Background: an optimization exercise with open tools, aiming at small area. Do not read the settings as production practice. RTL that was checked went through simulation tests only; none was proved equivalent to the original. Only the layout flow was run in run 5; the RTL was not checked for function there. The clock port is modelled as an ideal driver; clocking choices that lean on that would not hold on a real chip.

==> standard.sh <==
#!/bin/bash
# synth_recipe.tcl (not shown) runs the flow's synth.tcl, then flattens the netlist and writes it again
# the make line also repeats each setting of config.mk as NAME=value (left out here)
make -C /OpenROAD-flow-scripts/flow DESIGN_CONFIG=/design/flow/config.mk WORK_HOME=/design/flow/orfs CLKGATE_MAP_FILE= SYNTH_SCRIPT=/design/flow/synth_recipe.tcl "${@:-finish}"
==> design.v <==
module displayLogic(input logic [3:0] dispNum, output logic [6:0] dispOut);	 
always_comb
	begin
		case (dispNum)
			4'd0: dispOut=7'b1000000;
			4'd1: dispOut=7'b1111001;
			4'd2: dispOut=7'b0100100;
			4'd3: dispOut=7'b0110000;
			4'd4: dispOut=7'b0011001;
			4'd5: dispOut=7'b0010010;
			4'd6: dispOut=7'b0000010;
			4'd7: dispOut=7'b1111000;
			4'd8: dispOut=7'b0000000;
			4'd9: dispOut=7'b0011000;
			default: dispOut=7'bxxxxxxx;	 
		endcase
	end
endmodule
module dualDisp(input logic [3:0] inputValue, output logic [6:0] disp1, disp2);
logic ten;
logic [3:0] units;
always_comb begin
	ten = inputValue >= 4'd10;
	units = ten ? inputValue - 4'd10 : inputValue;
end
assign disp1 = ten ? 7'b1111001 : 7'b1000000;
displayLogic display2(.dispNum(units), .dispOut(disp2));
endmodule
module bitcrush(input logic [31:0] inleft, inright,	 
				input logic reset, clock, slow_tick,
				output logic [31:0] outleft, outright,
				output logic valid);	 
always_ff @(posedge clock) begin
	if(slow_tick) begin
		outleft<=inleft;
		outright<=inright;
	end
end
always_ff @(posedge clock or negedge reset) begin
	if(~reset) valid<=1'b0;
	else if(slow_tick) valid<=1'b1;
end
endmodule
module compressor(input logic [31:0] inleft, inright,	 
				  input logic clock, reset,
				  output logic [31:0] avgleft, avgright);
	logic [4:0] cnt;
	logic full;
	assign full = (cnt == 5'd20);
	always_ff @(posedge clock or negedge reset) begin
		if (~reset) cnt <= 5'd0;
		else if (!full) cnt <= cnt + 5'd1;
	end
	avg20 l(.clock(clock), .reset(reset), .full(full), .in(inleft), .avg(avgleft));
	avg20 r(.clock(clock), .reset(reset), .full(full), .in(inright), .avg(avgright));
endmodule
module avg20(input logic clock, reset, full,
			 input logic [31:0] in,
			 output logic [31:0] avg);
	logic [31:0] h [0:19];	 
	logic [36:0] s, sn;		 
	logic [36:0] cs, cc;	 
	logic [31:0] nh;
	logic unused;
	assign nh = ~(h[19] & {32{full}});
	always_comb begin
		for (int i = 0; i < 32; i++) begin
			cs[i] = s[i] ^ in[i] ^ nh[i];
			cc[i+1] = (s[i] & in[i]) | (s[i] & nh[i]) | (in[i] & nh[i]);
		end
		for (int i = 32; i < 37; i++) cs[i] = ~s[i];
		for (int i = 32; i < 36; i++) cc[i+1] = s[i];
		cc[0] = 1'b1;
	end
	rca #(37) add(.a(cs), .b(cc), .ci(1'b0), .s(sn), .co(unused));
	always_ff @(posedge clock) begin
		h[0] <= in;
		for (int k = 1; k < 20; k++) h[k] <= h[k-1];
		avg <= div20(s);
	end
	always_ff @(posedge clock or negedge reset) begin
		if (~reset) s <= 37'd0;
		else s <= sn;
	end
	function automatic logic [2:0] mod5(input logic [34:0] x);
		logic [6:0] ds;
		logic [4:0] f;
		ds = 7'(x[3:0]) + 7'(x[7:4]) + 7'(x[11:8]) + 7'(x[15:12]) + 7'(x[19:16])
		   + 7'(x[23:20]) + 7'(x[27:24]) + 7'(x[31:28]) + 7'(x[34:32]);
		f = 5'(ds[3:0]) + 5'(ds[6:4]);
		mod5 = 3'(f % 5'd5);
	endfunction
	function automatic logic [31:0] div20(input logic [36:0] v);
		logic [34:0] x;
		logic [2:0] r;
		logic [31:0] q;
		logic c, a, rc;
		x = v[36:2];
		r = mod5(x);
		q[0] = x[0] ^ r[0];
		c = q[0] & r[0];
		q[1] = x[1] ^ r[1] ^ c;
		c = (q[1] & r[1]) | (q[1] & c) | (r[1] & c);
		rc = r[2] | c;		 
		q[2] = x[2] ^ q[0] ^ rc;
		c = (q[2] & q[0]) | (q[2] & rc) | (q[0] & rc);
		for (int i = 3; i < 32; i++) begin
			a = q[i-2];
			q[i] = x[i] ^ a ^ c;
			c = (~x[i] & a) | (~x[i] & c) | (a & c);
		end
		div20 = q;
	endfunction
endmodule
module visualizer(input logic clock, com_tick, reset,	 
				  input logic [31:0] right, left,
				  output logic [25:0] lights);
	logic [32:0] both;
	logic [26:0] m;
	logic [26:0] g [1:9];	 
	logic [3:0] vcnt;
	logic vfull;
	logic [30:0] t, tn;		 
	logic [31:0] sum10;
	logic [4:0] lvl;		 
	logic [4:0] rmsLvl, litLvl;
	logic [25:0] ge;
	logic unused1, unused2;
	rca #(32) addlr(.a(left), .b(right), .ci(1'b0), .s(both[31:0]), .co(both[32]));
	assign m = (|both[32:28]) ? {27{1'b1}} : both[27:1];
	assign vfull = (vcnt == 4'd9);
	rca #(31) add10(.a({4'd0, m}), .b(t), .ci(1'b0), .s(sum10[30:0]), .co(sum10[31]));
	logic [26:0] leave;
	assign leave = com_tick ? (g[9] & {27{vfull}}) : m;
	rca #(31) sub9(.a(sum10[30:0]), .b(~{4'd0, leave}), .ci(1'b1), .s(tn), .co(unused1));
	function automatic logic ge_k(input logic [31:0] x, input logic [31:0] k);
		logic r;
		r = 1'b1;
		for (int i = 0; i < 32; i++) r = k[i] ? (x[i] & r) : (x[i] | r);
		ge_k = r;
	endfunction
	always_comb begin
		for (int i = 0; i < 26; i++) ge[i] = ge_k(sum10, 32'(3000000*i + 10));
		lvl = 5'd0;
		for (int i = 0; i < 26; i++) if (ge[i]) lvl = 5'(i + 1);
	end
	always_ff @(posedge clock) begin
		if (com_tick) begin
			g[1] <= m;
			for (int k = 2; k <= 9; k++) g[k] <= g[k-1];
		end
	end
	always_ff @(posedge clock or negedge reset) begin
		if (~reset) begin
			vcnt <= 4'd0;
			t <= 31'd0;
			rmsLvl <= 5'd0;
			litLvl <= 5'd0;
		end else begin
			t <= tn;
			if (com_tick) begin
				if (!vfull) vcnt <= vcnt + 4'd1;
				rmsLvl <= lvl;
				litLvl <= rmsLvl;
			end
		end
	end
	always_comb
		for (int i = 0; i < 26; i++) lights[i] = (litLvl > 5'(i));
endmodule
module fxfsm(input logic clock, slow_tick, reset,	 
			 input logic [3:0] sel,
			 input logic [31:0] leftin, rightin,
			 output logic [31:0] leftout, rightout);
	logic [31:0] bcright, bcleft, avgleft, avgright;
	logic bcvalid;
	logic sBC, sMONO, sB8, sCOMP, idle, selz;
	assign idle = ~(sBC | sMONO | sB8 | sCOMP);
	assign selz = (sel == 4'b0000);
	always_ff @(posedge clock or negedge reset) begin
		if (~reset) begin
			sBC <= 1'b0; sMONO <= 1'b0; sB8 <= 1'b0; sCOMP <= 1'b0;
		end else begin
			sBC   <= idle ? (sel == 4'b0001) : (sBC   & ~selz);
			sMONO <= idle ? (sel == 4'b0010) : (sMONO & ~selz);
			sB8   <= idle ? (sel == 4'b0100) : (sB8   & ~selz);
			sCOMP <= idle ? (sel == 4'b1000) : (sCOMP & ~selz);
		end
	end
	logic lbig, rbig;	 
	assign lbig = leftin[31] | (&leftin[30:0]);
	assign rbig = rightin[31] | (&rightin[30:0]);
	logic lIn, lBc, lB8, lAvg, rIn, rBc, rL, rB8, rAvg;
	assign lIn  = idle | sMONO | (sCOMP & ~lbig);
	assign lBc  = sBC & bcvalid;
	assign lB8  = sB8;
	assign lAvg = sCOMP & lbig;
	assign rIn  = idle | (sCOMP & ~rbig);
	assign rBc  = sBC & bcvalid;
	assign rL   = sMONO;
	assign rB8  = sB8;
	assign rAvg = sCOMP & rbig;
	logic [31:0] nl, nr;
	assign nl = (leftin & {32{lIn}}) | (bcleft & {32{lBc}}) | ({8'd0, leftin[31:8]} & {32{lB8}})
			  | (avgleft & {32{lAvg}});
	assign nr = (rightin & {32{rIn}}) | (bcright & {32{rBc}}) | (leftin & {32{rL}})
			  | ({8'd0, rightin[31:8]} & {32{rB8}}) | (avgright & {32{rAvg}});
	always_ff @(posedge clock or negedge reset) begin
		if (~reset) begin
			leftout <= 32'd0;
			rightout <= 32'd0;
		end else begin
			leftout <= nl;
			rightout <= nr;
		end
	end
	compressor comp(.inleft(leftin), .inright(rightin), .clock(clock), .reset(reset),
					.avgleft(avgleft), .avgright(avgright));
	bitcrush bc(.inright(rightin), .inleft(leftin), .clock(clock), .slow_tick(slow_tick),
				.reset(reset), .outright(bcright), .outleft(bcleft), .valid(bcvalid));
endmodule
module reset(input logic clk, rst,
					output logic rstSync);
	logic intRst;
	always_ff@(posedge clk or negedge rst) begin
		if(~rst) begin
			intRst<=1'b0;
			rstSync<=1'b0;
		end else begin
			intRst<=1'b1;
			rstSync<=intRst;
		end
	end
endmodule
module audiotrans(		input logic CLOCK_50, reset_in,
						input logic slow_tick, com_tick,
						input logic [0:3] volume,
						input logic [3:0] sel,
						input logic [31:0] left_in, right_in,
						output logic [31:0] left_out, right_out,
						output logic [25:0] lights,
						output logic [6:0] vol0, vol1);
	logic reset;
	logic [31:0] right_internal, left_internal;
	logic [3:0] vol;
	assign vol = {volume[0], volume[1], volume[2], volume[3]};
	volmul lmul(.a(left_internal), .v(vol), .y(left_out));
	volmul rmul(.a(right_internal), .v(vol), .y(right_out));
	reset rst(.clk(CLOCK_50), .rst(reset_in), .rstSync(reset));
	fxfsm fx(.clock(CLOCK_50), .slow_tick(slow_tick), .reset(reset), .sel(sel),
			 .leftin(left_in), .rightin(right_in),
			 .leftout(left_internal), .rightout(right_internal));
	visualizer viz(.clock(CLOCK_50), .com_tick(com_tick), .reset(reset),
				   .right(right_internal), .left(left_internal), .lights(lights));
	dualDisp dispVolume(.inputValue(vol), .disp1(vol0), .disp2(vol1));
endmodule
module rca #(parameter int W = 32) (input logic [W-1:0] a, b, input logic ci,
									output logic [W-1:0] s, output logic co);
	logic [W:0] c;
	assign c[0] = ci;
	for (genvar i = 0; i < W; i++) begin : bit_
		assign s[i] = a[i] ^ b[i] ^ c[i];
		assign c[i+1] = (a[i] & b[i]) | (a[i] & c[i]) | (b[i] & c[i]);
	end
	assign co = c[W];
endmodule
module volmul(input logic [31:0] a, input logic [3:0] v, output logic [31:0] y);
	logic [31:0] p0, p1, p2, p3, s1, s2;
	logic unused1, unused2, unused3;
	assign p0 = a & {32{v[0]}};
	assign p1 = {a[30:0], 1'b0} & {32{v[1]}};
	assign p2 = {a[29:0], 2'b0} & {32{v[2]}};
	assign p3 = {a[28:0], 3'b0} & {32{v[3]}};
	rca #(32) r1(.a(p0), .b(p1), .ci(1'b0), .s(s1), .co(unused1));
	rca #(32) r2(.a(s1), .b(p2), .ci(1'b0), .s(s2), .co(unused2));
	rca #(32) r3(.a(s2), .b(p3), .ci(1'b0), .s(y), .co(unused3));
endmodule
==> config.mk <==
export PLATFORM = sky130hd
export DESIGN_NAME = audiotrans
export DESIGN_NICKNAME = audiotrans
export VERILOG_FILES = /design/flow/design.v
export SDC_FILE = /design/flow/constraint.sdc
export NUM_CORES = 4
export LEC_CHECK = 0
export CAP_MARGIN = 20
export CORE_MARGIN = 2
export CORE_UTILIZATION = 55
export GPL_TIMING_DRIVEN = 0
export SLEW_MARGIN = 20
==> constraint.sdc <==
create_clock -name core_clock -period 30.0 [get_ports {CLOCK_50}]
set_input_delay 6.0000 -clock core_clock [delete_from_list [all_inputs] [get_ports {CLOCK_50}]]
set_output_delay 6.0000 -clock core_clock [all_outputs]
set_load 0.01 [all_outputs]
==> flow/invopt2.py <==
#!/usr/bin/env python3
"""Inverter minimisation on a Yosys gate netlist (sky130hd).

Two ways to move an inversion without changing the logic:
  - a full adder computes the same with every input and both outputs
    inverted: fa(~a,~b,~c) = (~cout, ~sum);
  - a gate with an inverting twin (and2/nand2, or2/nor2, a21o/a21oi, ...)
    can be swapped for its twin, which inverts its output.
This script removes every plain inverter, chooses for each full adder and
each such gate whether to invert, so that the cell area plus the inverters
still needed is smallest, and then puts back one inverter for each signal
that some pin needs inverted.  Registers and ports are left as they are.

usage: invopt2.py LIBERTY IN.v OUT.v
"""
import math
import random
import re
import sys

P = 'sky130_fd_sc_hd__'
INV = re.compile(r'^sky130_fd_sc_hd__(inv|clkinv)_\d+$')
FA = re.compile(r'^sky130_fd_sc_hd__fa_\d+$')
OUTPINS = {'X', 'Y', 'Q', 'Q_N', 'SUM', 'COUT', 'HI', 'LO'}
TWINS = [('and2', 'nand2'), ('and3', 'nand3'), ('and4', 'nand4'),
         ('or2', 'nor2'), ('or3', 'nor3'), ('or4', 'nor4'),
         ('xor2', 'xnor2'), ('xor3', 'xnor3'),
         ('a21o', 'a21oi'), ('a22o', 'a22oi'), ('a31o', 'a31oi'), ('a32o', 'a32oi'),
         ('a41o', 'a41oi'), ('a211o', 'a211oi'), ('a221o', 'a221oi'), ('a311o', 'a311oi'),
         ('a2111o', 'a2111oi'), ('a2bb2o', 'a2bb2oi'), ('a21bo', 'a21boi'),
         ('o21a', 'o21ai'), ('o22a', 'o22ai'), ('o31a', 'o31ai'), ('o32a', 'o32ai'),
         ('o41a', 'o41ai'), ('o211a', 'o211ai'), ('o221a', 'o221ai'), ('o311a', 'o311ai'),
         ('o2111a', 'o2111ai'), ('o2bb2a', 'o2bb2ai'), ('o21ba', 'o21bai'),
         ('mux2', 'mux2i'), ('and2b', 'nand2b'), ('or2b', 'nor2b'), ('and3b', 'nand3b'), ('or3b', 'nor3b'),
         ('and4b', 'nand4b'), ('or4b', 'nor4b'), ('and4bb', 'nand4bb'), ('or4bb', 'nor4bb')]


def lib_cells(path):
    txt = open(path).read()
    cells = {}
    for m in re.finditer(r'\n\s*cell\s*\(\s*"?(\w+)"?\s*\)\s*\{', txt):
        name = m.group(1)
        start = m.end()
        pins = []
        nxt = txt.find('\n    cell (', start)
        body = txt[start:nxt if nxt > 0 else len(txt)]
        am = re.search(r'\n\s*area\s*:\s*([\d.]+)', body)
        for pm in re.finditer(r'\n\s*pin\s*\(\s*"?(\w+)"?\s*\)\s*\{(.*?)direction\s*:\s*"?(\w+)"?', body, re.S):
            pins.append((pm.group(1), pm.group(3)))
        cells[name] = (float(am.group(1)) if am else 0.0, pins)
    return cells


def parse(text):
    m = re.search(r'^module\s+(\S+)\s*\((.*?)\);', text, re.S | re.M)
    body_start = m.end()
    end = text.rindex('endmodule')
    body = text[body_start:end]
    decls = []
    cells = []
    for stmt in re.finditer(r'(.*?);', body, re.S):
        s = stmt.group(1).strip()
        if not s:
            continue
        first = s.split()[0]
        if first in ('wire', 'input', 'output', 'inout', 'reg'):
            decls.append(s + ' ;')
        elif first == 'assign':
            raise SystemExit('assign statements not supported')
        else:
            mm = re.match(r'(\S+)\s+(\S+)\s*\((.*)\)$', s, re.S)
            if not mm:
                raise SystemExit('cannot parse: ' + s[:200])
            typ, name, pins = mm.groups()
            pd = {}
            for pm in re.finditer(r'\.(\w+)\s*\(\s*(.*?)\s*\)\s*(,|$)', pins, re.S):
                pd[pm.group(1)] = pm.group(2)
            cells.append([typ, name, pd])
    return text[:body_start], decls, cells, text[end:]


def main():
    lib, src, dst = sys.argv[1], sys.argv[2], sys.argv[3]
    lc = lib_cells(lib)
    area = {k: v[0] for k, v in lc.items()}
    inv_area = area[P + 'inv_1']

    # twin cell for each cell of a twin pair, when both exist with the same inputs
    twin = {}
    for a, b in TWINS:
        for sfx in ('_0', '_1', '_2', '_4'):
            ca, cb = P + a + sfx, P + b + sfx
            if ca in lc and cb in lc:
                ia = sorted(p for p, d in lc[ca][1] if d == 'input')
                ib = sorted(p for p, d in lc[cb][1] if d == 'input')
                oa = [p for p, d in lc[ca][1] if d == 'output']
                ob = [p for p, d in lc[cb][1] if d == 'output']
                if ia == ib and len(oa) == 1 and len(ob) == 1:
                    twin[ca] = (cb, oa[0], ob[0])
                    twin[cb] = (ca, ob[0], oa[0])

    text = open(src).read()
    head, decls, cells, tail = parse(text)

    outputs = set()
    inputs = set()
    for d in decls:
        for kind, sset in (('output', outputs), ('input', inputs)):
            if d.startswith(kind):
                mm = re.match(kind + r'\s+(\[(\d+):(\d+)\]\s+)?(\S+) ;', d)
                name = mm.group(4)
                if mm.group(1):
                    a, b = int(mm.group(2)), int(mm.group(3))
                    for i in range(min(a, b), max(a, b) + 1):
                        sset.add('%s[%d]' % (name, i))
                else:
                    sset.add(name)

    driver = {}
    for ci, (typ, name, pd) in enumerate(cells):
        for p, n in pd.items():
            if p in OUTPINS:
                driver[n] = ci

    inv_in = {}
    for ci, (typ, name, pd) in enumerate(cells):
        if INV.match(typ):
            inv_in[pd['Y']] = pd['A']

    def resolve(n):
        pol = 0
        while n in inv_in:
            n = inv_in[n]
            pol ^= 1
        return n, pol

    # flippable nodes: full adders and gates with a twin; not if an output is a port
    kind = {}
    for ci, (typ, name, pd) in enumerate(cells):
        outs = [n for p, n in pd.items() if p in OUTPINS]
        if any(n in outputs for n in outs):
            continue
        if FA.match(typ):
            kind[ci] = 'fa'
        elif typ in twin:
            kind[ci] = 'gate'
    flip = {ci: 0 for ci in kind}
    nodes = list(kind)

    def area_delta(ci):
        # area change of the flipped cell relative to its current cell
        if kind[ci] != 'gate':
            return 0.0
        typ = cells[ci][0]
        return area[twin[typ][0]] - area[typ]

    def root_flip(root):
        ci = driver.get(root)
        if ci is None:
            return 0
        return flip.get(ci, 0)

    # consumers: every input pin of every cell but removed inverters, and each
    # output port driven through inverters (port consumers: cell index -1)
    consumers = []
    for ci, (typ, name, pd) in enumerate(cells):
        if INV.match(typ):
            continue
        for p, n in pd.items():
            if p in OUTPINS:
                continue
            root, pol = resolve(n)
            consumers.append((ci, p, root, pol))
    port_inv = {}
    for ci, (typ, name, pd) in enumerate(cells):
        if INV.match(typ) and pd['Y'] in outputs:
            root, pol = resolve(pd['A'])
            consumers.append((-1, pd['Y'], root, pol ^ 1))
            port_inv[pd['Y']] = ci
    # a port can take its driver's net directly only if that net has no other
    # port and is the output of a cell we may rename
    port_roots = {}
    for k, (ci, p, root, pol) in enumerate(consumers):
        if ci == -1:
            port_roots.setdefault(root, []).append(k)
    direct_ok = set()
    for root, ks in port_roots.items():
        d = driver.get(root)
        if len(ks) == 1 and d is not None and root not in outputs and root not in inputs \
                and (FA.match(cells[d][0]) or cells[d][0] in twin or
                     any(cells[d][0].startswith(P + x) for x in ('a2', 'a3', 'o2', 'o3', 'nand', 'nor', 'and', 'or', 'xor', 'xnor', 'mux2', 'maj3', 'ha_'))):
            direct_ok.add(ks[0])

    by_root = {}
    for k, (ci, p, root, pol) in enumerate(consumers):
        by_root.setdefault(root, []).append(k)

    node_roots = {}
    for ci in nodes:
        typ, name, pd = cells[ci]
        rs = set()
        for p, n in pd.items():
            if p in OUTPINS:
                rs.add(n)
            elif kind[ci] == 'fa':
                rs.add(resolve(n)[0])
        node_roots[ci] = rs

    def need(k):
        ci, p, root, pol = consumers[k]
        f = flip.get(ci, 0) if (ci >= 0 and kind.get(ci) == 'fa') else 0
        return pol ^ root_flip(root) ^ f

    def root_cost(root):
        # inverters needed for this root (a port needing the inverse has its own)
        c = 0
        shared = False
        for k in by_root.get(root, ()):
            ci = consumers[k][0]
            if ci == -1:
                if need(k) or k not in direct_ok:
                    c += 1
            elif need(k):
                shared = True
        return (c + (1 if shared else 0)) * inv_area

    def node_cost(ci):
        return sum(root_cost(r) for r in node_roots[ci]) + (area_delta(ci) if flip[ci] else 0.0)

    def total():
        return sum(root_cost(r) for r in by_root) + sum(area_delta(ci) for ci in nodes if flip[ci])

    before = total()
    order = list(nodes)
    passes = 0
    improved = True
    while improved and passes < 50:
        improved = False
        passes += 1
        random.Random(passes).shuffle(order)
        for ci in order:
            c0 = node_cost(ci)
            flip[ci] ^= 1
            c1 = node_cost(ci)
            if c1 < c0 - 1e-9:
                improved = True
            else:
                flip[ci] ^= 1
    rng = random.Random(1)
    cur = total()
    best = cur
    best_flip = dict(flip)
    if nodes:
        steps = 300000
        for it in range(steps):
            temp = 2.0 * (1.0 - it / steps) + 0.05
            ci = nodes[rng.randrange(len(nodes))]
            c0 = node_cost(ci)
            flip[ci] ^= 1
            c1 = node_cost(ci)
            d = c1 - c0
            if d <= 0 or rng.random() < math.exp(-d / temp):
                cur += d
                if cur < best - 1e-9:
                    best = cur
                    best_flip = dict(flip)
            else:
                flip[ci] ^= 1
        flip.update(best_flip)
    after = total()

    # rebuild
    new_decls = list(decls)
    cnt = [0]

    def fresh():
        cnt[0] += 1
        n = '_invopt_%d_' % cnt[0]
        new_decls.append('wire %s ;' % n)
        return n

    # physical name of each root: flipped drivers get new names (their nets
    # now carry the inverse), and a port fed directly takes over the name
    phys = {}
    for ci in nodes:
        if flip[ci]:
            for p, n in cells[ci][2].items():
                if p in OUTPINS:
                    phys[n] = fresh()
    direct = {}
    for k, (ci, p, root, pol) in enumerate(consumers):
        if ci == -1 and k in direct_ok and not need(k):
            direct[root] = p
            phys[root] = p

    new_cells = []
    inv_of = {}

    def inverted(root):
        if root not in inv_of:
            net = fresh()
            inv_of[root] = net
            cnt[0] += 1
            new_cells.append([P + 'inv_1', '_invopt_c%d_' % cnt[0],
                              {'A': phys.get(root, root), 'Y': net}])
        return inv_of[root]

    pins_new = {}
    for k, (ci, p, root, pol) in enumerate(consumers):
        if ci == -1:
            if need(k):
                cnt[0] += 1
                new_cells.append([P + 'inv_1', '_invopt_c%d_' % cnt[0],
                                  {'A': phys.get(root, root), 'Y': p}])
            elif k not in direct_ok:
                # keep an inverter pair as before: should not happen often
                mid = inverted(root)
                cnt[0] += 1
                new_cells.append([P + 'inv_1', '_invopt_c%d_' % cnt[0], {'A': mid, 'Y': p}])
            continue
        pins_new[(ci, p)] = inverted(root) if need(k) else phys.get(root, root)
    for ci, (typ, name, pd) in enumerate(cells):
        if INV.match(typ):
            continue
        pd2 = {}
        for p, n in pd.items():
            if p in OUTPINS:
                n2 = phys.get(n, n)
                if ci in flip and flip[ci] and kind[ci] == 'gate':
                    p = twin[typ][2]
                pd2[p] = n2
            else:
                pd2[p] = pins_new.get((ci, p), n)
        if ci in flip and flip[ci] and kind[ci] == 'gate':
            typ = twin[typ][0]
        new_cells.append([typ, name, pd2])

    used = set()
    for typ, name, pd in new_cells:
        used.update(pd.values())
    out_decls = []
    for d in new_decls:
        mm = re.match(r'wire\s+(\S+) ;$', d)
        if mm and mm.group(1) not in used:
            continue
        out_decls.append(d)

    with open(dst, 'w') as f:
        f.write(head + '\n')
        for d in out_decls:
            f.write('  ' + d + '\n')
        for typ, name, pd in new_cells:
            f.write('  %s %s (\n' % (typ, name))
            f.write(',\n'.join('    .%s(%s )' % (p, n) for p, n in pd.items()))
            f.write('\n  );\n')
        f.write(tail)

    def tot_area(cs):
        return sum(area.get(c[0], 0.0) for c in cs)
    ninv0 = sum(1 for c in cells if INV.match(c[0]))
    ninv1 = sum(1 for c in new_cells if INV.match(c[0]))
    sys.stderr.write('invopt2: inverters %d -> %d, area %.1f -> %.1f (model %.1f -> %.1f), '
                     '%d FAs and %d gates flipped, %d greedy passes\n'
                     % (ninv0, ninv1, tot_area(cells), tot_area(new_cells), before, after,
                        sum(1 for c in nodes if flip[c] and kind[c] == 'fa'),
                        sum(1 for c in nodes if flip[c] and kind[c] == 'gate'), passes))


if __name__ == '__main__':
    main()
==> flow/run.sh <==
#!/bin/bash
# Standard layout (the standard.sh, ORFS) with three changes:
#  - after the standard synthesis, invopt2.py re-chooses the polarity of full
#    adders and of gates that have an inverting twin (and2/nand2, ...) so that
#    fewer inverters are needed; the logic and the registers are unchanged;
#  - the clock tree is built from clkbuf_16 in clusters of up to 30 sinks
#    (clkbuf_8 for the root and the upper levels),
#    without dummy loads;
#  - the port buffers are buf_1 cells.
# Each step writes its full output to its own log in this folder.
set -euo pipefail
RES=$PWD/orfs/results/sky130hd/audiotrans/base
LIB=$FLOW_HOME/platforms/sky130hd/lib/sky130_fd_sc_hd__tt_025C_1v80.lib
CTS="-sink_clustering_enable -repair_clock_nets -dont_use_dummy_load -buf_list sky130_fd_sc_hd__clkbuf_16 -sink_clustering_size 30 -sink_clustering_max_diameter 100 -root_buf sky130_fd_sc_hd__clkbuf_8 -tree_buf sky130_fd_sc_hd__clkbuf_8"
bash standard.sh $RES/1_2_yosys.v > synth_run.log 2>&1
cp $RES/1_2_yosys.v $RES/1_2_yosys_std.v
python3 flow/invopt2.py $LIB $RES/1_2_yosys_std.v $RES/1_2_yosys.v > invopt.log 2>&1
bash standard.sh CTS_ARGS="$CTS" BUFFER_PORTS_ARGS="-buffer_cell sky130_fd_sc_hd__buf_1" REMOVE_ABC_BUFFERS=1 finish > layout_run.log 2>&1
==> results of run 1 <==
==> registers in the layout, indices dropped and copies added, names as in the netlist, 31 cells and up <==
signal	flops
fx.comp.l.h	640
fx.comp.r.avg	32
fx.bc.outleft	32
fx.leftout	32
fx.bc.outright	32
viz.t	31
viz.g	243
fx.comp.r.s	37
fx.rightout	32
fx.comp.l.avg	32
fx.comp.r.h	640
fx.comp.l.s	37
==> worst reg2reg max path: cells and delay by family (launching register included) <==
| kind | cells | cell delay, ns |
|---|---|---|
| buffers and inverters | 3 | 0.49 |
| and+or+nand+nor | 5 | 0.97 |
| adders and majority gates | 62 | 25.75 |
| AOI/OAI and AO/OA | 7 | 1.24 |
| DFF | 1 | 0.43 |
==> cells in the final DEF (no fill, tap or decap), types with 7 or more instances in the layout <==
master     count
fa_2          19
inv_1        208
a21o_1        18
a31oi_1       15
a31o_2         8
o21ai_0       30
buf_12        19
a22oi_1       27
nand3_1       52
nor2b_1        9
o21bai_1       7
edfxtp_1     307
o21a_1         7
dfxtp_1     1344
buf_1        170
a21oi_1       42
buf_4          7
clkbuf_16     65
nor3_1        18
fa_1         470
a21boi_0      10
xor2_1         7
nor4_1        14
or3_1          7
buf_16         9
nand2b_1      13
a222oi_1      64
nand4_1       19
a211oi_1       9
ha_1          71
nor2_1        59
xnor2_1       42
dfrtp_1      192
clkbuf_8       9
nand2_1      468
or2_2         32
and2_1        19
==> timing repair <==
item | CTS | global route
setup buffers | 5 | 1
gates resized for setup | 17 | 17
setup endpoints to repair | 7 | 5
hold endpoints to repair | 0 | 0
pin swaps | 2 | 1
cloned | 1 | 0
==> final cells by class <==
type	instances	area, um2
fillers	8334	43200
flip-flops and latches	1846	41000
multi-input cells	1688	17200
well taps	1403	1760
clock buffers	74	1750
repair buffers	212	1360
inverters	211	792
diodes	4	10.0
==> layer usage <==
layer | GRT usage, % | share of wire, % | vias up
met2 | 33.3 | 48 | 633
met1 | 28.7 | 45 | 14400
li1 | - | - | 12900
met5 | 0 | 0.0073 | -
met4 | 6.30 | 3.1 | 2
met3 | 2.62 | 4.3 | 161
==> final timing paths <==
| check | from | end | slack [ns] | depth (start not counted) |
|---|---|---|---|---|
| max | fx.leftout[0]$_DFF_PN0_ | viz.rmsLvl[0]$_DFFE_PN0P_ | 1.0 | 77 |
| min | rst.rstSync$_DFF_PN0_ | fx.rightout[26]$_DFF_PN0_ | 0.16 | 0 |
| max reg2reg | fx.leftout[0]$_DFF_PN0_ | viz.rmsLvl[0]$_DFFE_PN0P_ | 1.0 | 77 |
| min reg2reg | rst.rstSync$_DFF_PN0_ | fx.rightout[26]$_DFF_PN0_ | 0.16 | 0 |
| max in group asynchronous | reset_in | rst.rstSync$_DFF_PN0_ | 24.87 | 1 |
| min in group core_clock | fx.comp.l.h[2][30]$_DFF_P_ | fx.comp.l.h[3][30]$_DFF_P_ | 0.30 | 0 |
==> per-stage QoR <==
stage | setup TNS (ns) | utilization, % | setup WS [ns]
CTS | 0 | 59.6 | 0.0455
floorplan | 0 | - | 1.01
detailed placement | -6.75 | 57.9 | -1.87
finish | 0 | 59.6 | 0.999
global placement | -66.46 | 57.2 | -5.74
global route | 0 | 59.6 | 0.0285
==> results.py, run 1 <==
metrics = {
    "run_status": {
        "outcome": "complete, no violations",
    },
    "sta": {
        "skew_ns": 0.108,
        "period_share_pct": 96.7,
        "hold_violations": 0,
        "drv_slew": 0,
        "whs_ns": 0.165,
        "period_minus_slack_ns": 29.00,
        "worst_pin_slew_ns": 1.05,
        "max_slew_margin_pct": 30.3,
        "max_freq_mhz": 34.5,
        "setup_violations": 0,
        "rsz0062_at_grt": "no",
    },
    "routing": {
        "ant_nets": 0,
        "wl_um": 110000,
        "drtIter0Drc": 1949,
        "first_pass_iters": 7,
        "post-route-drc-count": 0,
        "wl_per_cell_um": 20.2,
        "vias_per_cell": 5.18,
        "dr_total_vias": 28200,
    },
    "placed_design": {
        "place_area_um2": 61900,
        "io_buffer_count": 176,
        "dp_hpwl_um": 80900,
        "dp_cells": 5353,
        "globalplace.congestion": 0.843,
    },
    "critical_path": {
        "cp_max_fo": 14,
        "critPathTopFamily": "adder cells",
        "critPathBufInv": 3,
        "startpoint_type": "register",
        "max_stage_delay_ns": 0.49,
        "path_common_cell": "fa_1",
        "crit_slowest_cell": "fa_1",
        "worstPathArrival_ns": 29.66,
        "crit_required_ns": 30.66,
        "worstSetupPathType": "reg -> reg",
        "cp-end-kind": "register",
    },
    "floorplanning": {
        "boundaryPins": 180,
        "dieHeight_um": 332,
        "num_rows": 120,
        "die_w_um": 332,
        "dieArea_um2": 110000,
        "initial_core_util_pct": 55.4,
        "core_um2": 107000,
    },
    "cells_and_area": {
        "drive_gt1_share_pct": 5.43,
        "area_delta_synth_final_pct": 7.71,
        "instances_no_fill": 5438,
        "design_area_um2": 63900,
        "fin_nets": 4669,
    },
    "grt": {
        "grt_antenna_before_repair": 19,
        "grt_pass1_vias": 28200,
        "grt_max_degree": 51,
        "grt_pass1_wl_um": 169000,
        "grt_overflow": 0,
        "grtUsageTotal_pct": 20.4,
    },
    "clock_tree": {
        "cts.clk_slew.worst_paths_ns": 0.11,
        "clockRootBuffer": "clkbuf_8",
        "htree_levels": 3,
        "cts_tree": "built",
        "clkLatencyLatePin_ns": 0.79,
        "clock-sinks": 1846,
        "numCtsBuffers": 74,
        "postCtsHoldBufs": 0,
        "clockBufferDepth": 3,
    },
    "yosys": {
        "syn_area_per_cell_um2": 15.4,
        "yosysWarnings": 10,
        "synth_cells": 3860,
        "synth_area_um2": 59300,
    },
    "flow_run": {
        "cap_violations": 0,
    },
    "hold_path": {
        "hold_class": "reg -> async",
    },
}
==> inputs of run 2 (changes only) <==
--- a/flow/run.sh
+++ b/flow/run.sh
@@ -7,5 +7,5 @@
 #    (clkbuf_8 for the root and the upper levels),
 #    without dummy loads;
-#  - the port buffers are buf_1 cells.
+#  - the port buffers are buf_2 cells.
 # Each step writes its full output to its own log in this folder.
 set -euo pipefail
@@ -16,3 +16,3 @@
 cp $RES/1_2_yosys.v $RES/1_2_yosys_std.v
 python3 flow/invopt2.py $LIB $RES/1_2_yosys_std.v $RES/1_2_yosys.v > invopt.log 2>&1
-bash standard.sh CTS_ARGS="$CTS" BUFFER_PORTS_ARGS="-buffer_cell sky130_fd_sc_hd__buf_1" REMOVE_ABC_BUFFERS=1 finish > layout_run.log 2>&1
+bash standard.sh CTS_ARGS="$CTS" BUFFER_PORTS_ARGS="-buffer_cell sky130_fd_sc_hd__buf_2" finish > layout_run.log 2>&1
--- a/config.mk
+++ b/config.mk
@@ -8,5 +8,4 @@
 export CAP_MARGIN = 20
 export CORE_MARGIN = 2
-export CORE_UTILIZATION = 55
-export GPL_TIMING_DRIVEN = 0
+export CORE_UTILIZATION = 58
 export SLEW_MARGIN = 20
==> results.py, run 2 <==
metrics = {
    "critical_path": {
        "crit_required_ns": 30.63,
        "path_common_cell": "fa_1",
        "startpoint_type": "register",
        "critPathBufInv": 4,
        "cp_max_fo": 3,
        "max_stage_delay_ns": 0.48,
        "critPathTopFamily": "adder cells",
        "crit_slowest_cell": "fa_1",
        "cp-end-kind": "register",
        "worstPathArrival_ns": 29.56,
        "worstSetupPathType": "reg -> reg",
    },
    "routing": {
        "wl_met1_um": 54700,
        "ant_nets": 0,
        "vias_per_cell": 5.36,
        "wl_met2_um": 55500,
        "wl_um": 123000,
        "drtIter0Drc": 2649,
        "post-route-drc-count": 0,
        "met3_length_um": 9000,
        "dr_total_vias": 28900,
        "wl_per_cell_um": 22.8,
        "first_pass_iters": 13,
        "top_layer_used": "met5",
    },
    "run_status": {
        "outcome": "complete, no violations",
    },
    "yosys": {
        "synth_cells": 3860,
        "synth_area_um2": 59300,
        "yosysWarnings": 10,
        "syn_area_per_cell_um2": 15.4,
    },
    "flow_run": {
        "cap_violations": 0,
    },
    "clock_tree": {
        "numCtsBuffers": 75,
        "clkLatencyLatePin_ns": 0.84,
        "cts.clk_slew.worst_paths_ns": 0.10,
        "clockBufferDepth": 3,
        "htree_levels": 3,
        "clock-sinks": 1846,
        "cts_tree": "built",
        "clockRootBuffer": "clkbuf_8",
    },
    "floorplanning": {
        "core_um2": 102000,
        "die_w_um": 324,
        "dieHeight_um": 324,
        "initial_core_util_pct": 58.4,
        "num_rows": 117,
        "dieArea_um2": 105000,
        "boundaryPins": 180,
    },
    "cells_and_area": {
        "largestRegisters": "fx.comp.l.h x640, fx.comp.r.h x640, viz.g x243",
        "drive_gt1_share_pct": 9.43,
        "final_common_cell": "dfxtp_1",
        "fill_cells": 7433,
        "design_area_um2": 63600,
        "fin_nets": 4668,
        "layout_common_cells": "dfxtp_1, fa_1, nand2_1",
        "area_delta_synth_final_pct": 7.28,
    },
    "placed_design": {
        "place_ws_ns": -0.235,
        "place_area_um2": 61700,
        "dp_hpwl_um": 89300,
        "io_buffer_count": 176,
        "globalplace.congestion": 0.931,
    },
    "grt": {
        "grt_max_degree": 188,
        "grt_antenna_before_repair": 20,
        "grt_pass1_wl_um": 185000,
        "grtUsageTotal_pct": 24.1,
        "grt_pass1_vias": 30200,
        "grt_overflow": 0,
    },
    "sta": {
        "setup_violations": 0,
        "period_share_pct": 96.5,
        "hold_violations": 0,
        "drv_slew": 0,
        "skew_ns": 0.131,
        "max_freq_mhz": 34.6,
        "rsz0062_at_grt": "no",
        "period_minus_slack_ns": 28.94,
        "worst_slack_ns": 1.06,
        "worst_pin_slew_ns": 0.995,
        "max_slew_margin_pct": 33.7,
    },
    "hold_path": {
        "hold_class": "reg -> async",
    },
}
==> run 2: final cells by class <==
| cell class | count | area [um2] | share of cell area (%) |
|---|---|---|---|
| diodes | 3 | 7.51 | 0.0118 |
| multi-input cells | 1687 | 17100 | 26.9 |
| clock buffers | 75 | 1780 | 2.79 |
| repair buffers | 211 | 1180 | 1.85 |
| well taps | 1368 | 1710 | 2.69 |
| flip-flops and latches | 1846 | 41000 | 64.5 |
| inverters | 211 | 792 | 1.25 |
==> run 2: worst paths after layout <==
kind	startpoint	cells after the start	endpoint	slack, ns
min in group core_clock	fx.comp.r.h[14][2]$_DFF_P_	0	fx.comp.r.h[15][2]$_DFF_P_	0.29
max	fx.rightout[0]$_DFF_PN0_	75	viz.rmsLvl[0]$_DFFE_PN0P_	1.06
min reg2reg	rst.rstSync$_DFF_PN0_	0	viz.vcnt[0]$_DFFE_PN0P_	0.18
min	rst.rstSync$_DFF_PN0_	0	viz.vcnt[0]$_DFFE_PN0P_	0.18
max reg2reg	fx.rightout[0]$_DFF_PN0_	75	viz.rmsLvl[0]$_DFFE_PN0P_	1.06
max in group asynchronous	reset_in	1	rst.rstSync$_DFF_PN0_	24.83
==> run 2: through the flow <==
step | std cells | utilization [%] | hold slack [ns] | setup TNS (ns)
floorplan | 3862 | - | 0.310 | 0
global placement | 5319 | 60.7 | 0.279 | 0
detailed placement | 5319 | 60.7 | 0.287 | -0.254
CTS | 5397 | 62.5 | 0.196 | 0
global route | 5400 | 62.6 | 0.193 | 0
finish | 5401 | 62.6 | 0.176 | 0
==> run 2: routing by layer <==
| metal | up-vias | GRT usage [%] |
|---|---|---|
| li1 | 12900 | - |
| met2 | 977 | 36.7 |
| met5 | - | 0 |
| met1 | 14800 | 34.8 |
| met3 | 211 | 5.51 |
| met4 | 12 | 7.53 |
==> run 2: repair_timing <==
item	CTS	global route
hold buffers	0	0
resized for setup	6	18
endpoints found under the setup margin	3	5
endpoints found under the hold margin	0	0
pin swaps	1	3
buffers inserted	3	1
==> inputs of run 3 (changes only) <==
--- a/config.mk
+++ b/config.mk
@@ -8,4 +8,4 @@
 export CAP_MARGIN = 20
 export CORE_MARGIN = 2
-export CORE_UTILIZATION = 58
+export CORE_UTILIZATION = 50
 export SLEW_MARGIN = 20
==> results.py, run 3 <==
metrics = {
    "run_status": {
        "outcome": "complete, no violations",
    },
    "sta": {
        "hold_violations": 0,
        "max_freq_mhz": 34.5,
        "skew_ns": 0.164,
        "max_slew_margin_pct": 32.1,
        "period_minus_slack_ns": 29.02,
        "worst_pin_slew_ns": 0.993,
        "worst_slack_ns": 0.982,
        "setup_violations": 0,
        "fin_setup_tns_ns": 0,
        "drv_slew": 0,
        "period_share_pct": 96.7,
    },
    "grt": {
        "grtUsageTotal_pct": 20.2,
        "grt_overflow": 0,
        "grt_max_degree": 152,
        "grt_pass1_wl_um": 180000,
        "grt_pass1_vias": 28600,
        "grt_antenna_before_repair": 22,
    },
    "routing": {
        "first_pass_iters": 7,
        "ant_nets": 0,
        "dr_total_vias": 28400,
        "wl_per_cell_um": 21.5,
        "post-route-drc-count": 0,
        "wl_um": 120000,
        "drtIter0Drc": 2335,
        "vias_per_cell": 5.09,
    },
    "yosys": {
        "syn_area_per_cell_um2": 15.4,
        "synth_area_um2": 59300,
        "synth_cells": 3860,
        "yosysWarnings": 10,
    },
    "critical_path": {
        "worstSetupPathType": "reg -> reg",
        "cp_max_fo": 3,
        "crit_required_ns": 30.59,
        "startpoint_type": "register",
        "max_stage_delay_ns": 0.48,
        "cp-end-kind": "register",
        "path_common_cell": "fa_1",
        "crit_slowest_cell": "fa_1",
        "worstPathArrival_ns": 29.61,
    },
    "placed_design": {
        "globalplace.congestion": 0.869,
        "place_area_um2": 62000,
        "dp_cells": 5498,
        "dp_hpwl_um": 87500,
        "place_ws_ns": -0.0528,
        "io_buffer_count": 176,
    },
    "floorplanning": {
        "dieArea_um2": 121000,
        "core_um2": 118000,
        "boundaryPins": 180,
        "die_w_um": 348,
        "dieHeight_um": 348,
        "num_rows": 126,
        "initial_core_util_pct": 50.3,
    },
    "cells_and_area": {
        "instances_no_fill": 5580,
        "design_area_um2": 63800,
        "area_delta_synth_final_pct": 7.65,
        "largestRegisters": "fx.comp.l.h x640, fx.comp.r.h x640, viz.g x243",
        "multiInputGateArea_um2": 17100,
        "regArea_um2": 41000,
        "layout_common_cells": "dfxtp_1, fa_1, nand2_1",
        "drive_gt1_share_pct": 9.53,
        "fill_cells": 9648,
        "fin_nets": 4676,
        "final_common_cell": "dfxtp_1",
    },
    "hold_path": {
        "hold_class": "reg -> reg",
    },
    "clock_tree": {
        "clockBufferDepth": 3,
        "htree_levels": 3,
        "numCtsBuffers": 74,
        "clkLatencyLatePin_ns": 0.84,
        "postCtsHoldBufs": 0,
        "clockRootBuffer": "clkbuf_8",
        "cts_tree": "built",
        "cts.clk_slew.worst_paths_ns": 0.11,
        "clock-sinks": 1846,
    },
    "flow_run": {
        "cap_violations": 0,
    },
}
[run 3: changes by cell type in the layout (fill, tap and decap cells not counted), moves of 2 or more]
cell     change
diode_2      +3
fa_2         -2
fa_1         +2
buf_4       +10
nor2_2       +2
[run 3: worst max-delay path: cells and delay by family (launching register included)]
kind	cells	cell delay [ns]
AND/OR/NAND/NOR	5	0.99
buffers and inverters	2	0.23
flip-flops	1	0.39
AO/OA/AOI/OAI	7	1.25
adder cells (fa/ha/maj)	62	25.98
[run 3: layout make-up]
class / instances / share of cell area [%]
antenna: 6 / 0.0235
clock buffer: 74 / 2.74
inverter: 211 / 1.24
multi-input combinational: 1687 / 26.8
sequential: 1846 / 64.3
tap: 1536 / 3.01
timing repair buffer: 220 / 1.93
[run 3: metal layers]
layer	track usage [%]	up-vias	part of all wire [%]
met5	0	-	0.067
met4	6.86	14	3.6
met3	4.33	193	6.4
met2	30.6	771	44
met1	29.0	14500	46
li1	-	12900	-
[run 3: through the flow]
stage | utilization (%) | hold WS (ns)
2_1_floorplan | - | 0.310
3_3_place_gp | 52.6 | 0.310
3_5_place_dp | 52.6 | 0.312
4_1_cts | 54.1 | 0.256
5_1_grt | 54.2 | 0.270
6_report | 54.2 | 0.264
[run 3: path summary, 6_finish.rpt]
path,cells after the start,to,from,slack [ns]
setup reg to reg,76,viz.rmsLvl[0]$_DFFE_PN0P_,fx.leftout[0]$_DFF_PN0_,0.98
max in group asynchronous,1,rst.rstSync$_DFF_PN0_,reset_in,24.87
min in group asynchronous,0,viz.vcnt[2]$_DFFE_PN0P_,rst.rstSync$_DFF_PN0_,0.37
setup / recovery,76,viz.rmsLvl[0]$_DFFE_PN0P_,fx.leftout[0]$_DFF_PN0_,0.98
hold / removal,0,fx.comp.r.h[17][1]$_DFF_P_,fx.comp.r.h[16][1]$_DFF_P_,0.26
hold reg to reg,0,fx.comp.r.h[17][1]$_DFF_P_,fx.comp.r.h[16][1]$_DFF_P_,0.26
[run 3: timing repair]
item                       4_1_cts  5_1_grt
gates cloned                     0        0
hold endpoints to repair         0        0
setup endpoints to repair        3        5
setup buffers                    2        0
gates resized for setup          5       15
==> inputs of run 4 (changes only) <==
--- a/config.mk
+++ b/config.mk
@@ -8,4 +8,4 @@
 export CAP_MARGIN = 20
 export CORE_MARGIN = 2
-export CORE_UTILIZATION = 50
+export CORE_UTILIZATION = 55
 export SLEW_MARGIN = 20
==> results.py, run 4 <==
metrics = {
    "floorplanning": {
        "dieHeight_um": 332,
        "dieArea_um2": 110000,
        "boundaryPins": 180,
        "num_rows": 120,
        "initial_core_util_pct": 55.4,
        "die_w_um": 332,
        "core_um2": 107000,
    },
    "sta": {
        "rsz0062_at_grt": "no",
        "drv_slew": 0,
        "worst_pin_slew_ns": 1.03,
        "fin_setup_tns_ns": 0,
        "hold_violations": 0,
        "period_minus_slack_ns": 28.96,
        "max_freq_mhz": 34.5,
        "period_share_pct": 96.5,
        "setup_violations": 0,
        "max_slew_margin_pct": 31.5,
        "skew_ns": 0.139,
    },
    "clock_tree": {
        "clock-sinks": 1846,
        "postCtsHoldBufs": 0,
        "cts_tree": "built",
        "htree_levels": 3,
        "cts.clk_slew.worst_paths_ns": 0.11,
        "numCtsBuffers": 74,
        "clkLatencyLatePin_ns": 0.81,
        "clockRootBuffer": "clkbuf_8",
        "clockBufferDepth": 3,
    },
    "placed_design": {
        "place_area_um2": 61700,
        "globalplace.congestion": 0.895,
        "io_buffer_count": 176,
        "dp_cells": 5349,
        "dp_hpwl_um": 84600,
    },
    "yosys": {
        "synth_area_um2": 59300,
        "syn_area_per_cell_um2": 15.4,
        "yosysWarnings": 10,
        "synth_cells": 3860,
    },
    "grt": {
        "grt_antenna_before_repair": 14,
        "grtUsageTotal_pct": 21.4,
        "grt_max_degree": 128,
        "grt_pass1_vias": 28000,
        "grt_overflow": 0,
        "grt_pass1_wl_um": 176000,
    },
    "routing": {
        "wl_per_cell_um": 21.3,
        "wl_um": 116000,
        "ant_nets": 0,
        "post-route-drc-count": 0,
        "dr_total_vias": 28200,
        "first_pass_iters": 9,
        "vias_per_cell": 5.20,
        "drtIter0Drc": 2620,
    },
    "critical_path": {
        "r2r-start": "fx.leftout[0]$_DFF_PN0_",
        "max_stage_delay_ns": 0.49,
        "crit_slowest_cell": "fa_1",
        "path_common_cell": "fa_1",
        "startpoint_type": "register",
        "cp_max_fo": 5,
        "worstPathArrival_ns": 29.61,
        "crit_required_ns": 30.64,
        "r2r_slack_ns": 1.04,
        "cp-end-kind": "register",
        "worstSetupPathType": "reg -> reg",
        "startpoint": "fx.leftout[0]$_DFF_PN0_",
    },
    "cells_and_area": {
        "fin_nets": 4661,
        "final_common_cell": "dfxtp_1",
        "design_area_um2": 63600,
        "drive_gt1_share_pct": 9.10,
        "largestRegisters": "fx.comp.l.h x640, fx.comp.r.h x640, viz.g x243",
        "instances_no_fill": 5429,
        "area_delta_synth_final_pct": 7.21,
        "layout_common_cells": "dfxtp_1, fa_1, nand2_1",
    },
    "hold_path": {
        "hold_class": "reg -> async",
    },
    "run_status": {
        "outcome": "complete, no violations",
    },
    "flow_run": {
        "cap_violations": 0,
    },
}
## run 4: layout make-up
type | count | area (um2)
Antenna cell | 3 | 7.51
Clock buffer | 74 | 1750
Fill cell | 8387 | 43500
Inverter | 211 | 792
Multi-Input combinational cell | 1687 | 17100
Sequential cell | 1846 | 41000
Tap cell | 1403 | 1760
Timing Repair Buffer | 205 | 1140
## run 4: metal layers
metal	track usage, %	wire, um
met2	31.4	49700
met5	0	30
met3	4.11	7950
met4	6.14	3560
met1	32.8	54500
## run 4: worst paths after layout
path	cells past startpoint	endpoint
min in group core_clock	0	fx.comp.r.h[8][21]$_DFF_P_
worst min register to register	0	viz.vcnt[1]$_DFFE_PN0P_
worst max-delay path	74	viz.rmsLvl[0]$_DFFE_PN0P_
worst min-delay path	0	viz.vcnt[1]$_DFFE_PN0P_
max in group asynchronous	1	rst.rstSync$_DFF_PN0_
worst max register to register	74	viz.rmsLvl[0]$_DFFE_PN0P_
## run 4: through the flow
| step | hold slack, ns | setup WS, ns | utilization (%) |
|---|---|---|---|
| 2_1_floorplan | 0.310 | 1.31 | - |
| 3_3_place_gp | 0.310 | 0.0766 | 57.6 |
| 3_5_place_dp | 0.312 | -0.0656 | 57.6 |
| 4_1_cts | 0.246 | 0.0173 | 59.3 |
| 5_1_grt | 0.203 | 0.00349 | 59.4 |
| 6_report | 0.183 | 1.04 | 59.4 |
## run 4: worst max-delay path, delay by kind of cell (launching register included)
kind	cells	cell delay [ns]
adder cells (fa/ha/maj)	62	26.19
AO/OA/AOI/OAI	4	1.04
AND/OR/NAND/NOR	5	0.82
flip-flops	1	0.42
buffers and inverters	3	0.39
## run 4: what timing repair did
item                       CTS  global route
buffers inserted             1             1
hold endpoints to repair     0             0
pin swaps                    1             2
resized for setup            5            16
setup endpoints to repair    2             5
==> inputs of run 5 (changes only) <==
--- a/design.v
+++ b/design.v
@@ -117,10 +117,10 @@
 				  output logic [25:0] lights);
 	logic [32:0] both;
-	logic [26:0] m;
-	logic [26:0] g [1:9];	 
+	logic [27:0] m;
+	logic [27:0] g [1:9];	 
 	logic [3:0] vcnt;
 	logic vfull;
-	logic [30:0] t, tn;		 
-	logic [31:0] sum10;
+	logic [31:0] t, tn;		 
+	logic [32:0] sum10;
 	logic [4:0] lvl;		 
 	logic [4:0] rmsLvl, litLvl;
@@ -128,18 +128,16 @@
 	logic unused1, unused2;
 	rca #(32) addlr(.a(left), .b(right), .ci(1'b0), .s(both[31:0]), .co(both[32]));
-	assign m = (|both[32:28]) ? {27{1'b1}} : both[27:1];
+	assign m = (|left[31:28] | (|right[31:28])) ? {28{1'b1}} : both[28:1];
 	assign vfull = (vcnt == 4'd9);
-	rca #(31) add10(.a({4'd0, m}), .b(t), .ci(1'b0), .s(sum10[30:0]), .co(sum10[31]));
-	logic [26:0] leave;
-	assign leave = com_tick ? (g[9] & {27{vfull}}) : m;
-	rca #(31) sub9(.a(sum10[30:0]), .b(~{4'd0, leave}), .ci(1'b1), .s(tn), .co(unused1));
-	function automatic logic ge_k(input logic [31:0] x, input logic [31:0] k);
+	rca #(32) add10(.a({4'd0, m}), .b(t), .ci(1'b0), .s(sum10[31:0]), .co(sum10[32]));
+	rca #(32) sub9(.a(sum10[31:0]), .b(~{4'd0, g[9] & {28{vfull}}}), .ci(1'b1), .s(tn), .co(unused1));
+	function automatic logic ge_k(input logic [32:0] x, input logic [32:0] k);
 		logic r;
 		r = 1'b1;
-		for (int i = 0; i < 32; i++) r = k[i] ? (x[i] & r) : (x[i] | r);
+		for (int i = 0; i < 33; i++) r = k[i] ? (x[i] & r) : (x[i] | r);
 		ge_k = r;
 	endfunction
 	always_comb begin
-		for (int i = 0; i < 26; i++) ge[i] = ge_k(sum10, 32'(3000000*i + 10));
+		for (int i = 0; i < 26; i++) ge[i] = ge_k(sum10, 33'(3000000*i + 10));
 		lvl = 5'd0;
 		for (int i = 0; i < 26; i++) if (ge[i]) lvl = 5'(i + 1);
@@ -154,14 +152,12 @@
 		if (~reset) begin
 			vcnt <= 4'd0;
-			t <= 31'd0;
+			t <= 32'd0;
 			rmsLvl <= 5'd0;
 			litLvl <= 5'd0;
-		end else begin
+		end else if (com_tick) begin
+			if (!vfull) vcnt <= vcnt + 4'd1;
 			t <= tn;
-			if (com_tick) begin
-				if (!vfull) vcnt <= vcnt + 4'd1;
-				rmsLvl <= lvl;
-				litLvl <= rmsLvl;
-			end
+			rmsLvl <= lvl;
+			litLvl <= rmsLvl;
 		end
 	end
==> flow/run.sh (replaced) <==
#!/bin/bash
# Standard layout (the standard.sh, ORFS) with three changes:
#  - after the standard synthesis, invopt2.py re-chooses the polarity of full
#    adders and of gates that have an inverting twin (and2/nand2, ...) so that
#    fewer inverters are needed; the logic and the registers are unchanged;
#  - the clock tree is built from clkbuf_16 in clusters of up to 32 sinks
#    (clkbuf_8 for the root and the upper levels),
#    without dummy loads;
#  - the port buffers are buf_1 cells.
# Each step writes its full output to its own log in this folder.
set -euo pipefail
RES=$PWD/orfs/results/sky130hd/audiotrans/base
LIB=$FLOW_HOME/platforms/sky130hd/lib/sky130_fd_sc_hd__tt_025C_1v80.lib
CTS="-sink_clustering_enable -repair_clock_nets -dont_use_dummy_load -buf_list sky130_fd_sc_hd__clkbuf_16 -sink_clustering_size 32 -sink_clustering_max_diameter 100 -root_buf sky130_fd_sc_hd__clkbuf_8 -tree_buf sky130_fd_sc_hd__clkbuf_8"
bash standard.sh $RES/1_2_yosys.v > synth_run.log 2>&1
cp $RES/1_2_yosys.v $RES/1_2_yosys_std.v
python3 flow/invopt2.py $LIB $RES/1_2_yosys_std.v $RES/1_2_yosys.v > invopt.log 2>&1
bash standard.sh CTS_ARGS="$CTS" BUFFER_PORTS_ARGS="-buffer_cell sky130_fd_sc_hd__buf_1" finish > layout_run.log 2>&1
--- a/flow/invopt2.py
+++ b/flow/invopt2.py
@@ -32,5 +32,5 @@
          ('o41a', 'o41ai'), ('o211a', 'o211ai'), ('o221a', 'o221ai'), ('o311a', 'o311ai'),
          ('o2111a', 'o2111ai'), ('o2bb2a', 'o2bb2ai'), ('o21ba', 'o21bai'),
-         ('mux2', 'mux2i'), ('and2b', 'nand2b'), ('or2b', 'nor2b'), ('and3b', 'nand3b'), ('or3b', 'nor3b'),
+         ('and2b', 'nand2b'), ('or2b', 'nor2b'), ('and3b', 'nand3b'), ('or3b', 'nor3b'),
          ('and4b', 'nand4b'), ('or4b', 'nor4b'), ('and4bb', 'nand4bb'), ('or4bb', 'nor4bb')]
 
@@ -42,8 +42,8 @@
         name = m.group(1)
         start = m.end()
+        am = re.search(r'\barea\s*:\s*([\d.]+)', txt[start:start + 3000])
         pins = []
         nxt = txt.find('\n    cell (', start)
         body = txt[start:nxt if nxt > 0 else len(txt)]
-        am = re.search(r'\n\s*area\s*:\s*([\d.]+)', body)
         for pm in re.finditer(r'\n\s*pin\s*\(\s*"?(\w+)"?\s*\)\s*\{(.*?)direction\s*:\s*"?(\w+)"?', body, re.S):
             pins.append((pm.group(1), pm.group(3)))
==> results.py, run 5 <==
metrics = {
    "run_status": {
        "outcome": "complete, no violations",
    },
    "floorplanning": {
        "boundaryPins": 180,
        "initial_core_util_pct": 55.6,
        "die_w_um": 333,
        "core_um2": 107000,
        "num_rows": 120,
        "dieArea_um2": 111000,
        "dieHeight_um": 333,
    },
    "hold_path": {
        "min_path_cells": 0,
        "hp-start": "fx.comp.l.h[6][23]$_DFF_P_",
        "worstHoldEndpoint": "fx.comp.l.h[7][23]$_DFF_P_",
        "hold_class": "reg -> reg",
    },
    "clock_tree": {
        "post_cts_resized": 0,
        "cts_tree": "built",
        "numCtsBuffers": 72,
        "htree_levels": 3,
        "postCtsHoldBufs": 0,
        "cts.clk_slew.worst_paths_ns": 0.10,
        "clockBufferDepth": 3,
        "clockRootBuffer": "clkbuf_8",
        "clkLatencyLatePin_ns": 0.81,
        "post_cts_buffers": 0,
        "clock-sinks": 1856,
    },
    "grt": {
        "grt_pass1_vias": 28100,
        "grtUsageTotal_pct": 21.0,
        "grt_pass1_wl_um": 173000,
        "grt_antenna_before_repair": 22,
        "grt_max_degree": 181,
        "grt_overflow": 0,
    },
    "cells_and_area": {
        "utilization_pct": 59.6,
        "drive_gt1_share_pct": 5.89,
        "regArea_um2": 41300,
        "final_common_cell": "dfxtp_1",
        "area_delta_synth_final_pct": 7.21,
        "layout_common_cells": "dfxtp_1, nand2_1, fa_1",
        "largestRegisters": "fx.comp.l.h x640, fx.comp.r.h x640, viz.g x252",
        "fill_cells": 8423,
        "fin_nets": 4725,
        "multiInputGateArea_um2": 17100,
    },
    "critical_path": {
        "r2r-start": "fx.comp.r.s[2]$_DFF_PN0_",
        "rr_endpoint": "fx.comp.r.avg[31]$_DFF_P_",
        "crit_required_ns": 24.00,
        "path_common_cell": "fa_1",
        "ff2ff_path_depth": 62,
        "worstPathArrival_ns": 20.23,
        "r2r_slack_ns": 9.35,
        "worstSetupPathType": "in -> out",
        "critPathTopFamily": "adder cells",
        "startpoint_type": "input pin",
        "crit_slowest_cell": "buf_4",
        "cp_max_fo": 65,
        "cp-end-kind": "primary output",
        "critPathBufInv": 4,
        "max_stage_delay_ns": 0.52,
    },
    "sta": {
        "rsz0062_at_grt": "no",
        "drv_slew": 0,
        "max_slew_margin_pct": 32.9,
        "period_share_pct": 87.4,
        "max_freq_mhz": 38.1,
        "setup_violations": 0,
        "worst_pin_slew_ns": 1.01,
        "skew_ns": 0.150,
        "hold_violations": 0,
        "period_minus_slack_ns": 26.23,
        "fin_setup_tns_ns": 0,
        "worst_slack_ns": 3.77,
    },
    "placed_design": {
        "dp_hpwl_um": 82900,
        "io_buffer_count": 176,
        "place_ws_ns": 3.62,
        "globalplace.congestion": 0.848,
    },
    "routing": {
        "dr_total_vias": 28300,
        "post-route-drc-count": 0,
        "vias_per_cell": 5.15,
        "ant_nets": 0,
        "wl_per_cell_um": 20.7,
        "first_pass_iters": 10,
        "wl_um": 114000,
        "drtIter0Drc": 2522,
    },
    "flow_run": {
        "cap_violations": 0,
    },
    "yosys": {
        "synth_cells": 3886,
        "syn_area_per_cell_um2": 15.3,
        "synth_area_um2": 59600,
        "yosysWarnings": 10,
    },
}
==> run 5: area by class of cell <==
class                           instances  area share (%)
Antenna cell                            3          0.0118
Tap cell                             1403            2.75
Inverter                              204            1.20
Multi-Input combinational cell       1708            26.7
Sequential cell                      1856            64.7
Clock buffer                           72            2.66
Timing Repair Buffer                  253            1.99
==> run 5: worst max-delay path by stage <==
stage                         end  depth (start not counted)  slack (ns)       from
floorplan           right_out[31]                         39        4.61  volume[2]
global placement    right_out[31]                         38        3.85  volume[3]
detailed placement  right_out[31]                         38        3.62  volume[3]
CTS                 right_out[31]                         38        3.60  volume[3]
global route        right_out[31]                         38        3.28  volume[3]
finish              right_out[31]                         40        3.77  volume[2]
==> run 5: worst register-to-register path, delay by kind of cell, from the launching register on <==
| family | cells | cell delay [ns] |
|---|---|---|
| AOI/OAI and AO/OA | 10 | 1.88 |
| xor gates and xnor gates | 4 | 0.72 |
| adders and majority gates | 41 | 16.88 |
| buffers and inverters | 2 | 0.13 |
| DFF | 1 | 0.45 |
| and+or+nand+nor | 5 | 0.49 |
==> run 5: through the flow <==
step / std cells / hold slack (ns) / area, um2
2_1_floorplan: 3888 / 0.310 / 59600
3_3_place_gp: 5424 / 0.310 / 62200
3_5_place_dp: 5424 / 0.312 / 62200
4_1_cts: 5496 / 0.277 / 63900
5_1_grt: 5498 / 0.282 / 63900
6_report: 5499 / 0.256 / 63900
==> run 5: layer usage <==
layer  global-route usage (%)  vias up  part of all wire [%]
met2                     33.3      730                    47
met5                        0        -                 0.041
met4                     6.11        8                   3.1
met1                     29.9    14400                    45
li1                         -    13000                     -
met3                     3.83      164                   5.7

[port drivers added, routing unchanged]
No port has a modelled driver above. Below, the same layouts with a new extraction and two added sets of constraints. Step 1: set_driving_cell puts a clkbuf_16 on CLOCK_50 and a buf_2 on each other input, an assumption about the parent block. Step 2 times the ports against the registers' clock, not the clock port: input delays grow and output delays shrink by t, the midpoint of the rising clock arrivals with the driver on. Slacks: ideal ports / drivers / drivers and shift; pairs: ideal ports / drivers.
run | shift t [ns] | setup WS [ns] | worst slew at a driven data input, ns
run 1 | 0.820 | 0.999 / 0.999 / 0.999 | 0.13
run 2 | 0.824 | 1.064 / 1.064 / 1.064 | 0.12
run 3 | 0.833 | 0.982 / 0.982 / 0.982 | 0.11
run 4 | 0.821 | 1.035 / 1.035 / 1.035 | 0.12
run 5 | 0.812 | 3.769 / 3.741 / 3.741 | 0.13
After both steps setup and hold are still met in every run listed. The setup slack of run 5, which loses most, moves by -0.028 ns with the drivers and by -0.028 ns with both steps.
